From an optimization exercise on the open Yosys and OpenROAD flow, aimed at small area; shortcuts taken in it are not production practice.
Function was checked by simulation only, so behaviour that the tests miss may differ from the original.
Power figures rest on the tool's default switching activity, not on a simulated workload.

[flow/run.sh]
#!/bin/bash
# synth_recipe.tcl (not shown) runs the flow's synth.tcl, then flattens the netlist and writes it again
# the make line also repeats each setting of config.mk as NAME=value (left out here)
make -C /OpenROAD-flow-scripts/flow DESIGN_CONFIG=/design/flow/config.mk WORK_HOME=/design/flow/orfs CLKGATE_MAP_FILE= SYNTH_SCRIPT=/design/flow/synth_recipe.tcl finish
[flow/config.mk]
export PLATFORM = sky130hd
export DESIGN_NAME = videogen
export DESIGN_NICKNAME = videogen
export VERILOG_FILES = /design/flow/design.v
export SDC_FILE = /design/flow/constraint.sdc
export NUM_CORES = 4
export LEC_CHECK = 0
export CAP_MARGIN = 20
export CORE_MARGIN = 2
export CORE_UTILIZATION = 40
export SLEW_MARGIN = 20
[flow/constraint.sdc]
create_clock -name core_clock -period 8.5 [get_ports {clk}]
set_input_delay 1.7000 -clock core_clock [delete_from_list [all_inputs] [get_ports {clk}]]
set_output_delay 1.7000 -clock core_clock [all_outputs]
set_load 0.01 [all_outputs]
[flow/design.v]
module format_vg
    (
        input [7:0] FORMAT,
        output reg INTERLACED,
        output reg [11:0] V_TOTAL_0,
        output reg [11:0] V_FP_0,
        output reg [11:0] V_BP_0,
        output reg [11:0] V_SYNC_0,
        output reg [11:0] V_TOTAL_1,
        output reg [11:0] V_FP_1,
        output reg [11:0] V_BP_1,
        output reg [11:0] V_SYNC_1,
        output reg [11:0] H_TOTAL,
        output reg [11:0] H_FP,
        output reg [11:0] H_BP,
        output reg [11:0] H_SYNC,
        output reg [11:0] HV_OFFSET_0,
        output reg [11:0] HV_OFFSET_1,
        output reg [19:0] PATTERN_RAMP_STEP
    );
    localparam F_CEA_1_640x480p    = 8'd1,
               F_CEA_4_1280x720p   = 8'd4,
               F_CEA_5_1920x1080i  = 8'd5,
               F_CEA_16_1920x1080p = 8'd16,
               F_VESA_1280x800p    = 8'd128;
    always @(*) begin
        case (FORMAT)
            F_CEA_1_640x480p: begin
                INTERLACED = 1'b0;
                V_TOTAL_0 = 12'd525;
                V_FP_0 = 12'd10;
                V_BP_0 = 12'd33;
                V_SYNC_0 = 12'd2;
                V_TOTAL_1 = 12'd0;
                V_FP_1 = 12'd0;
                V_BP_1 = 12'd0;
                V_SYNC_1 = 12'd0;
                H_TOTAL = 12'd800;
                H_FP = 12'd16;
                H_BP = 12'd48;
                H_SYNC = 12'd96;
                HV_OFFSET_0 = 12'd0;
                HV_OFFSET_1 = 12'd0;
                PATTERN_RAMP_STEP = 20'h0666;  
            end
            F_CEA_4_1280x720p: begin
                INTERLACED = 1'b0;
                V_TOTAL_0 = 12'd750;
                V_FP_0 = 12'd5;
                V_BP_0 = 12'd20;
                V_SYNC_0 = 12'd5;
                V_TOTAL_1 = 12'd0;
                V_FP_1 = 12'd0;
                V_BP_1 = 12'd0;
                V_SYNC_1 = 12'd0;
                H_TOTAL = 12'd1650;
                H_FP = 12'd110;
                H_BP = 12'd220;
                H_SYNC = 12'd40;
                HV_OFFSET_0 = 12'd0;
                HV_OFFSET_1 = 12'd0;
                PATTERN_RAMP_STEP = 20'h0333;  
            end
            F_CEA_5_1920x1080i: begin
                INTERLACED = 1'b1;
                V_TOTAL_0 = 12'd562;
                V_FP_0 = 12'd2;
                V_BP_0 = 12'd15;
                V_SYNC_0 = 12'd5;
                V_TOTAL_1 = 12'd563;
                V_FP_1 = 12'd2;
                V_BP_1 = 12'd16;
                V_SYNC_1 = 12'd5;
                H_TOTAL = 12'd2200;
                H_FP = 12'd88;
                H_BP = 12'd148;
                H_SYNC = 12'd44;
                HV_OFFSET_0 = 12'd0;
                HV_OFFSET_1 = 12'd1100;
                PATTERN_RAMP_STEP = 20'h0222;  
            end
            F_CEA_16_1920x1080p: begin
                INTERLACED = 1'b0;
                V_TOTAL_0 = 12'd1125;
                V_FP_0 = 12'd4;
                V_BP_0 = 12'd36;
                V_SYNC_0 = 12'd5;
                V_TOTAL_1 = 12'd0;
                V_FP_1 = 12'd0;
                V_BP_1 = 12'd0;
                V_SYNC_1 = 12'd0;
                H_TOTAL = 12'd2200;
                H_FP = 12'd88;
                H_BP = 12'd148;
                H_SYNC = 12'd44;
                HV_OFFSET_0 = 12'd0;
                HV_OFFSET_1 = 12'd0;
                PATTERN_RAMP_STEP = 20'h0222;  
            end
            F_VESA_1280x800p: begin
                INTERLACED = 1'b0;
                V_TOTAL_0 = 12'd828;
                V_FP_0 = 12'd1;
                V_BP_0 = 12'd24;
                V_SYNC_0 = 12'd3;
                V_TOTAL_1 = 12'd0;
                V_FP_1 = 12'd0;
                V_BP_1 = 12'd0;
                V_SYNC_1 = 12'd0;
                H_TOTAL = 12'd1680;
                H_FP = 12'd64;
                H_BP = 12'd200;
                H_SYNC = 12'd136;
                HV_OFFSET_0 = 12'd0;
                HV_OFFSET_1 = 12'd0;
                PATTERN_RAMP_STEP = 20'h0333;  
            end
            default: begin
                INTERLACED = 1'b0;
                V_TOTAL_0 = 12'd0;
                V_FP_0 = 12'd0;
                V_BP_0 = 12'd0;
                V_SYNC_0 = 12'd0;
                V_TOTAL_1 = 12'd0;
                V_FP_1 = 12'd0;
                V_BP_1 = 12'd0;
                V_SYNC_1 = 12'd0;
                H_TOTAL = 12'd0;
                H_FP = 12'd0;
                H_BP = 12'd0;
                H_SYNC = 12'd0;
                HV_OFFSET_0 = 12'd0;
                HV_OFFSET_1 = 12'd0;
                PATTERN_RAMP_STEP = 20'h0;
            end
        endcase
    end
endmodule
module sync_vg
    #(
        parameter X_BITS=12,
        Y_BITS=12
    )(
        input wire clk,
        input wire reset,
        input wire interlaced,
        input wire [Y_BITS-1:0] v_total_0,
        input wire [Y_BITS-1:0] v_fp_0,
        input wire [Y_BITS-1:0] v_bp_0,
        input wire [Y_BITS-1:0] v_sync_0,
        input wire [Y_BITS-1:0] v_total_1,
        input wire [Y_BITS-1:0] v_fp_1,
        input wire [Y_BITS-1:0] v_bp_1,
        input wire [Y_BITS-1:0] v_sync_1,
        input wire [X_BITS-1:0] h_total,
        input wire [X_BITS-1:0] h_fp,
        input wire [X_BITS-1:0] h_bp,
        input wire [X_BITS-1:0] h_sync,
        input wire [X_BITS-1:0] hv_offset_0,
        input wire [X_BITS-1:0] hv_offset_1,
        output reg vs_out,
        output reg hs_out,
        output reg de_out,
        output reg [Y_BITS:0] v_count_out,
        output reg [X_BITS-1:0] h_count_out,
        output reg [X_BITS-1:0] x_out,
        output reg [Y_BITS:0] y_out,
        output reg field_out
    );
    reg [X_BITS-1:0] h_count;
    reg [Y_BITS-1:0] v_count;
    reg field;
    reg [Y_BITS-1:0] v_total;
    reg [Y_BITS-1:0] v_fp;
    reg [Y_BITS-1:0] v_bp;
    reg [Y_BITS-1:0] v_sync;
    reg [X_BITS-1:0] hv_offset;
    always @(posedge clk) begin
        if (~reset) begin
            h_count <= 0;
        end
        else begin
            if (h_count < h_total - 1'b1)
                h_count <= h_count + 1'b1;
            else
                h_count <= 0;
        end
    end
    always @(posedge clk) begin
        if (~reset) begin
            v_count <= 0;
        end
        else begin
            if (h_count == h_total - 1'b1) begin
                if (v_count == v_total - 1'b1)
                    v_count <= 0;
                else
                    v_count <= v_count + 1'b1;
            end
        end
    end
    always @(posedge clk) begin
        if (~reset) begin
            field <= 0;
            v_total <= v_total_0;
            v_fp <= interlaced ? v_fp_1 : v_fp_0;  
            v_bp <= v_bp_0;
            v_sync <= v_sync_0;
            hv_offset <= hv_offset_0;
        end
        else begin
            if ((interlaced) && ((v_count == v_total - 1) && (h_count == h_total - 1))) begin
                field <= field + interlaced;
                v_total <= field ? v_total_0 : v_total_1;
                v_fp <= field ? v_fp_1 : v_fp_0;  
                v_bp <= field ? v_bp_0 : v_bp_1;
                v_sync <= field ? v_sync_0 : v_sync_1;
                hv_offset <= field ? hv_offset_0 : hv_offset_1;
            end
        end
    end
    always @(posedge clk) begin
        if (~reset) begin
            {vs_out, hs_out, de_out, field_out} <= 4'b0;
        end
        else begin
            hs_out <= ((h_count < h_sync));
            de_out <= (((v_count >= v_sync + v_bp) && (v_count <= v_total - v_fp - 1)) && ((h_count >= h_sync + h_bp) && (h_count <= h_total - h_fp - 1)));
            if ((v_count == 0) && (h_count == hv_offset))
                vs_out <= 1'b1;
            else if ((v_count == v_sync) && (h_count == hv_offset))
                vs_out <= 1'b0;
            h_count_out <= h_count;
            if (field)
                v_count_out <= v_count + v_total_0;
            else
                v_count_out <= v_count;
            x_out <= h_count - (h_sync + h_bp);
            if (interlaced)
                y_out <= { (v_count - (v_sync + v_bp)) , field };
            else
                y_out <= { 1'b0, (v_count - (v_sync + v_bp)) };
            field_out <= field;
        end
    end
endmodule        
module pattern_vg
    #(
        parameter B=8,  
        X_BITS=13,
        Y_BITS=13,
        FRACTIONAL_BITS = 12
    )
    (
        input reset, clk_in,
        input wire [X_BITS-1:0] x,
        input wire [Y_BITS-1:0] y,
        input wire vn_in, hn_in, dn_in,
        input wire [B-1:0] r_in, g_in, b_in,
        output reg vn_out, hn_out, den_out,
        output reg [B-1:0] r_out, g_out, b_out,
        input wire [X_BITS-1:0] total_active_pix,
        input wire [Y_BITS-1:0] total_active_lines,
        input wire [7:0] pattern,
        input wire [B+FRACTIONAL_BITS-1:0] ramp_step
    );
    reg [B+FRACTIONAL_BITS-1:0] ramp_values;  
    always @ (posedge clk_in) begin
        if (~reset) begin
            ramp_values <= 0;
            vn_out <= 1'b0;
            hn_out <= 1'b0;
            den_out <= 1'b0;
        end
        else begin
            vn_out <= vn_in;
            hn_out <= hn_in;
            den_out <= dn_in;
            if (pattern == 8'b0) begin  
                r_out <= r_in;
                g_out <= g_in;
                b_out <= b_in;
            end
            else if (pattern == 8'b1) begin  
                if (dn_in && ((y == 12'b0) || (x == 12'b0) || (x == total_active_pix - 1) || (y == total_active_lines - 1))) begin
                    r_out <= 8'hFF;
                    g_out <= 8'hFF;
                    b_out <= 8'hFF;
                end
                else begin
                    r_out <= r_in;
                    g_out <= g_in;
                    b_out <= b_in;
                end
            end
            else if (pattern == 8'd2) begin  
                if ((dn_in) && x[0] == 1'b1) begin
                    r_out <= 8'hFF;
                    g_out <= 8'hFF;
                    b_out <= 8'hFF;
                end
                else begin
                    r_out <= 8'b0;
                    g_out <= 8'b0;
                    b_out <= 8'b0;
                end
            end
            else if (pattern == 8'd3) begin  
                if ((dn_in) && y[0] == 1'b1) begin
                    r_out <= 8'hFF;
                    g_out <= 8'hFF;
                    b_out <= 8'hFF;
                end
                else begin
                    r_out <= 8'b0;
                    g_out <= 8'b0;
                    b_out <= 8'b0;
                end
            end
            else if (pattern == 8'd4) begin  
                r_out <= ramp_values[B+FRACTIONAL_BITS-1:FRACTIONAL_BITS];
                g_out <= ramp_values[B+FRACTIONAL_BITS-1:FRACTIONAL_BITS];
                b_out <= ramp_values[B+FRACTIONAL_BITS-1:FRACTIONAL_BITS];
                if ((x == total_active_pix - 1) && (dn_in))
                    ramp_values <= 0;
                else if ((x == 0) && (dn_in))
                    ramp_values <= ramp_step;
                else if (dn_in)
                    ramp_values <= ramp_values + ramp_step;
            end
            else if (pattern == 8'd5) begin  
                r_out <= ramp_values[B+FRACTIONAL_BITS-1:FRACTIONAL_BITS];
                g_out <= 8'b0;
                b_out <= 8'b0;
                if ((x == total_active_pix - 1) && (dn_in))
                    ramp_values <= 0;
                else if ((x == 0) && (dn_in))
                    ramp_values <= ramp_step;
                else if (dn_in)
                    ramp_values <= ramp_values + ramp_step;
            end
            else if (pattern == 8'd6) begin  
                r_out <= 8'b0;
                g_out <= ramp_values[B+FRACTIONAL_BITS-1:FRACTIONAL_BITS];
                b_out <= 8'b0;
                if ((x == total_active_pix - 1) && (dn_in))
                    ramp_values <= 0;
                else if ((x == 0) && (dn_in))
                    ramp_values <= ramp_step;
                else if (dn_in)
                    ramp_values <= ramp_values + ramp_step;
            end
            else if (pattern == 8'd7) begin  
                r_out <= 8'b0;
                g_out <= 8'b0;
                b_out <= ramp_values[B+FRACTIONAL_BITS-1:FRACTIONAL_BITS];
                if ((x == total_active_pix - 1) && (dn_in))
                    ramp_values <= 0;
                else if ((x == 0) && (dn_in))
                    ramp_values <= ramp_step;
                else if (dn_in)
                    ramp_values <= ramp_values + ramp_step;
            end
        end
    end
endmodule
module videogen (
    input  wire       clk,
    input  wire       reset_n,
    input  wire [7:0] format,
    input  wire [7:0] pattern,
    input  wire [7:0] r_in,
    input  wire [7:0] g_in,
    input  wire [7:0] b_in,
    output wire       vs,
    output wire       hs,
    output wire       de,
    output wire [7:0] r,
    output wire [7:0] g,
    output wire [7:0] b
);
    wire        interlaced;
    wire [11:0] v_total_0, v_fp_0, v_bp_0, v_sync_0;
    wire [11:0] v_total_1, v_fp_1, v_bp_1, v_sync_1;
    wire [11:0] h_total, h_fp, h_bp, h_sync;
    wire [11:0] hv_offset_0, hv_offset_1;
    wire [19:0] ramp_step;
    format_vg u_format (
        .FORMAT(format),
        .INTERLACED(interlaced),
        .V_TOTAL_0(v_total_0), .V_FP_0(v_fp_0), .V_BP_0(v_bp_0), .V_SYNC_0(v_sync_0),
        .V_TOTAL_1(v_total_1), .V_FP_1(v_fp_1), .V_BP_1(v_bp_1), .V_SYNC_1(v_sync_1),
        .H_TOTAL(h_total), .H_FP(h_fp), .H_BP(h_bp), .H_SYNC(h_sync),
        .HV_OFFSET_0(hv_offset_0), .HV_OFFSET_1(hv_offset_1),
        .PATTERN_RAMP_STEP(ramp_step)
    );
    wire        s_vs, s_hs, s_de, s_field;
    wire [12:0] s_v_count;
    wire [11:0] s_h_count;
    wire [11:0] s_x;
    wire [12:0] s_y;
    sync_vg #(.X_BITS(12), .Y_BITS(12)) u_sync (
        .clk(clk), .reset(reset_n), .interlaced(interlaced),
        .v_total_0(v_total_0), .v_fp_0(v_fp_0), .v_bp_0(v_bp_0), .v_sync_0(v_sync_0),
        .v_total_1(v_total_1), .v_fp_1(v_fp_1), .v_bp_1(v_bp_1), .v_sync_1(v_sync_1),
        .h_total(h_total), .h_fp(h_fp), .h_bp(h_bp), .h_sync(h_sync),
        .hv_offset_0(hv_offset_0), .hv_offset_1(hv_offset_1),
        .vs_out(s_vs), .hs_out(s_hs), .de_out(s_de),
        .v_count_out(s_v_count), .h_count_out(s_h_count),
        .x_out(s_x), .y_out(s_y), .field_out(s_field)
    );
    wire [11:0] active_pix   = h_total - h_fp - h_bp - h_sync;
    wire [12:0] active_lines = {1'b0, v_total_0 - v_fp_0 - v_bp_0 - v_sync_0}
                             + {1'b0, v_total_1 - v_fp_1 - v_bp_1 - v_sync_1};
    pattern_vg #(.B(8), .X_BITS(12), .Y_BITS(13), .FRACTIONAL_BITS(12)) u_pattern (
        .reset(reset_n), .clk_in(clk),
        .x(s_x), .y(s_y),
        .vn_in(s_vs), .hn_in(s_hs), .dn_in(s_de),
        .r_in(r_in), .g_in(g_in), .b_in(b_in),
        .vn_out(vs), .hn_out(hs), .den_out(de),
        .r_out(r), .g_out(g), .b_out(b),
        .total_active_pix(active_pix),
        .total_active_lines(active_lines),
        .pattern(pattern),
        .ramp_step(ramp_step)
    );
endmodule
==> run summary <==
## per-layer routing
metal / vias to the layer above / track usage, % / wire length (µm)
li1: 5106 / - / -
met4: 0 / 6.03 / 588
met3: 43 / 2.64 / 1530
met5: - / 0 / 0
met2: 278 / 34.9 / 15300
met1: 4905 / 27.2 / 14600
## area by class of cell
| type | instances | area (µm²) | share of cell area (%) |
|---|---|---|---|
| Tap cell | 390 | 488 | 3.50 |
| Sequential cell | 125 | 3230 | 23.2 |
| Inverter | 106 | 399 | 2.87 |
| Timing Repair Buffer | 121 | 1100 | 7.88 |
| Clock buffer | 18 | 439 | 3.15 |
| Multi-Input combinational cell | 1097 | 8140 | 58.4 |
| Clock inverter | 14 | 131 | 0.943 |
## state kept, by name (all words and copies together), names as in the netlist, 3 cells and up
register and count:
u_pattern.b_out 8, u_sync.y_out 13, u_sync.v_sync 3, u_pattern.r_out 8
u_pattern.g_out 8, u_pattern.ramp_values 20, u_sync.v_count 12, u_sync.v_bp 6
u_sync.v_fp 4, u_sync.h_count 12, u_sync.x_out 12, u_sync.v_total 11
## cells in the final DEF, fill, tap and decap left out, types with 10 or more instances in the layout
cell | netlist | routed
fa_1 | 24 | 23
nand2b_1 | 14 | 14
dfxtp_1 | 52 | 52
inv_1 | 101 | 101
clkdlybuf4s50_1 | 0 | 67
nand3_1 | 38 | 38
a2bb2oi_1 | 14 | 14
clkbuf_16 | 0 | 17
nor2b_1 | 24 | 24
edfxtp_1 | 73 | 73
a41oi_1 | 16 | 16
xnor2_1 | 98 | 97
a2bb2oi_2 | 10 | 10
nor4_1 | 20 | 19
a21oi_1 | 106 | 104
a21o_1 | 19 | 19
nand2_1 | 106 | 106
ha_1 | 134 | 133
a41oi_2 | 10 | 10
and2_1 | 13 | 13
nor2_1 | 131 | 131
buf_4 | 1 | 50
nor3_1 | 21 | 20
and3_1 | 14 | 13
o21ai_0 | 49 | 49
nand4_1 | 31 | 31
xor2_1 | 64 | 64
or3_1 | 11 | 11
## worst max-delay path by stage
stage	depth (start not counted)	slack [ns]	from	to
finish	29	0.43	format[3]	u_pattern.b_out[4]$_DFFE_PP_
global route	29	-0.02	format[3]	u_pattern.b_out[4]$_DFFE_PP_
CTS	30	0.22	format[3]	u_pattern.r_out[1]$_DFFE_PP_
detailed placement	30	-0.16	format[3]	u_pattern.r_out[1]$_DFFE_PP_
global placement	30	-0.09	format[3]	u_pattern.r_out[1]$_DFFE_PP_
floorplan	29	0.23	format[3]	u_pattern.g_out[0]$_DFFE_PP_
## cell families (layout without fill, tap and decap cells)
| group | Yosys count | in the layout |
|---|---|---|
| buf+inv | 157 | 259 |
| fa+ha+maj | 158 | 158 |
| mux | 8 | 8 |
| compound gates | 312 | 312 |
| flops | 125 | 125 |
| xor+xnor | 162 | 162 |
| simple gates | 457 | 457 |
## per-stage QoR
step / area, µm² / setup slack (ns) / hold WS [ns] / power (W) / TNS (ns)
2_1_floorplan: 11900 / 0.226 / 0.412 / 0.000961 / 0
3_3_place_gp: 13300 / -0.0895 / 0.441 / 0.00107 / -1.00
3_5_place_dp: 13300 / -0.159 / 0.449 / 0.00108 / -2.65
4_1_cts: 13900 / 0.222 / 0.462 / 0.00179 / 0
5_1_grt: 13900 / -0.0222 / 0.477 / 0.00187 / -0.0257
6_report: 13900 / 0.434 / 0.458 / 0.00179 / 0
## what timing repair did
item	4_1_cts	5_1_grt
gates resized for setup	0	8
setup buffers	0	0
endpoints found under the hold margin	0	0
endpoints found under the setup margin	0	24
## power by group through the flow
stage | clock network, W | registers, W | logic [W]
floorplan | 0 | 0.000678 | 0.000283
global placement | 0 | 0.000686 | 0.000386
detailed placement | 0 | 0.000686 | 0.000391
CTS | 0.000726 | 0.000673 | 0.000393
global route | 0.000751 | 0.000675 | 0.000445
finish | 0.000716 | 0.000673 | 0.000397
==> run summary <==
Die W=about 180 µm; GR Overflow Total=0; All-Layer GR Usage=about a fifth; H-tree depth=4; most frequent cell after synthesis=ha_1; Post-synth EDFFs=73; # nets final=1668; fraction of layout cells with a size suffix above 1=9.12%; DRC viols=0; clock latency (worst-skew pair)=around 0.43 ns; Comb power frac=between 20 and 25%; top-area cell type share of the netlist area=between 10% and 20%; DR WL/cell=17.1 µm; Hold WC Path Type=flop to flop; total CTS buffers=17; Initial DRC Count=between 600 and 700; DP Cell Count=~1800; critical path's largest stage delay=roughly 0.58 ns; cell depth of the worst flop-to-flop path=18; Worst slew margin=31.1%; R2R Path End=u_sync.de_out$_SDFF_PN0_; Synth area leaders=edfxtp_1, ha_1, dfxtp_1; fillers=~2800; Synth Area in Adders=18.1%; Clock Tree Buf Depth=2; first-pass GRT wire length=50.8 mm; Commonest cells post-synth=ha_1, nor2_1, a21oi_1, nand2_1, inv_1; via count=around 10000; P_int=0.00126 W; main combinational cell family by area after synthesis=simple AND/OR/NAND/NOR gates; Vias/cell=about 5.5; skew final=~0.013 ns; flop-to-flop setup slack=3.90 ns; final core occ=47.2%; CTS tree=built; Setup crit start kind=input pin; Synth Area in Compound Gates=18.4%; max-cap viol count=0; pwr/cell area=128 nW/µm²; fraction of registers with async set or reset after synthesis=0%; area delta synth->final=16.7%; Synth Area in XOR/XNOR=11.9%; crit path buf inv count=5; vias in the first global route=~9800; Initial Utilization=40.5%; Slew @ Worst Pin=roughly 1.0 ns; Die Ht=around 180 µm; Finished Layout Cells=around 1900; flops & latches, synth=125; top cell family by delay on the critical path=simple AND/OR/NAND/NOR gates; CTS clock-pin slew for the worst setup and hold paths=0.06 ns; # rows=63; initial antenna violation count=0; final period utilization=between 90% and 100%; placer's final routability congestion estimate=a little over 0.9; Antenna diodes=0; WHS Path Cells=1; Mapped Nets=approximately 1600; Max Slew Vio Count=0; worst reg2reg path startpoint=u_sync.v_total[0]$_DFFE_PP_; TritonCTS Sinks=between 100 and 150; Core ar.=29500 µm²; CP required=8.76 ns; sw frac=about 29%; Sequential Power Share=37.7%; Synth Flop Type=edfxtp_1; post-synthesis mux area share=0.692%; Synth area leader=edfxtp_1; distinct cell type count after synthesis=between 70 and 80; DR pass1 iterations=5; final setup violating endpoints=0; DP HPWL=about 25 mm; sequential element share of the synthesized area=between 20 and 30%; static leakage=just under 6 nW; I/O pin cnt=69; fmax=124 MHz; CP arrival=around 8.3 ns; Fin. Hold Viols=0; hold_sp=u_sync.hs_out$_SDFF_PN0_; P_sw=around 0.00052 W; Synth Area in Simple Gates=between 10% and 20%; Mapped Cells=1379; largest net degree at the start of global routing=between 40 and 50; clock power share=40.1%; Worst Path Max Fanout=10; Crit Path Category=input pin to flop; Peak VDD IR=roughly 0.13 mV; CTS Hold Bufs=0; minimum clock period=slightly above 8 ns; status=finished clean; crit path max-delay cell type=or4_4; Port Buffer Count=68; Ys Warns=3; CTS Root Cell=clkbuf_16; mean cell area of the mapped netlist=~8.7 µm²; die area=~31000 µm²; Final ANT Viol Nets=0; CP Capture Type=flop; Hold Path Sink=u_pattern.hn_out$_SDFF_PN0_; Netlist Area Pre-Place=11900 µm²; total wire length=around 32 mm

[separate check: timing with driven ports]
The flow's constraints put no driver on any port. The routed layout listed below was extracted and timed again, unchanged, in two steps.
Step 1 (the two cells are an assumption about what drives the block):
set clk [get_ports {clk}]
set_driving_cell -lib_cell sky130_fd_sc_hd__clkbuf_16 $clk
set_driving_cell -lib_cell sky130_fd_sc_hd__buf_2 [delete_from_list [all_inputs] $clk]
Step 2 moves the port delays by t, midway between the first and last clock arrival at a register: inputs arrive t later, outputs are due t later. That takes back most of the time a late clock gives input paths.
Three values: ideal ports, drivers, drivers and shift; two values: the first two.
t (ns): 0.468
setup slack, ns: 0.434 / 0.457 / -0.011
clock arrival spread, ns: 0.013 / 0.014
With both steps, setup timing fails in this run, where it was met with ideal ports. The setup slack of this run moves by +0.023 ns with the drivers and by -0.445 ns with both steps.
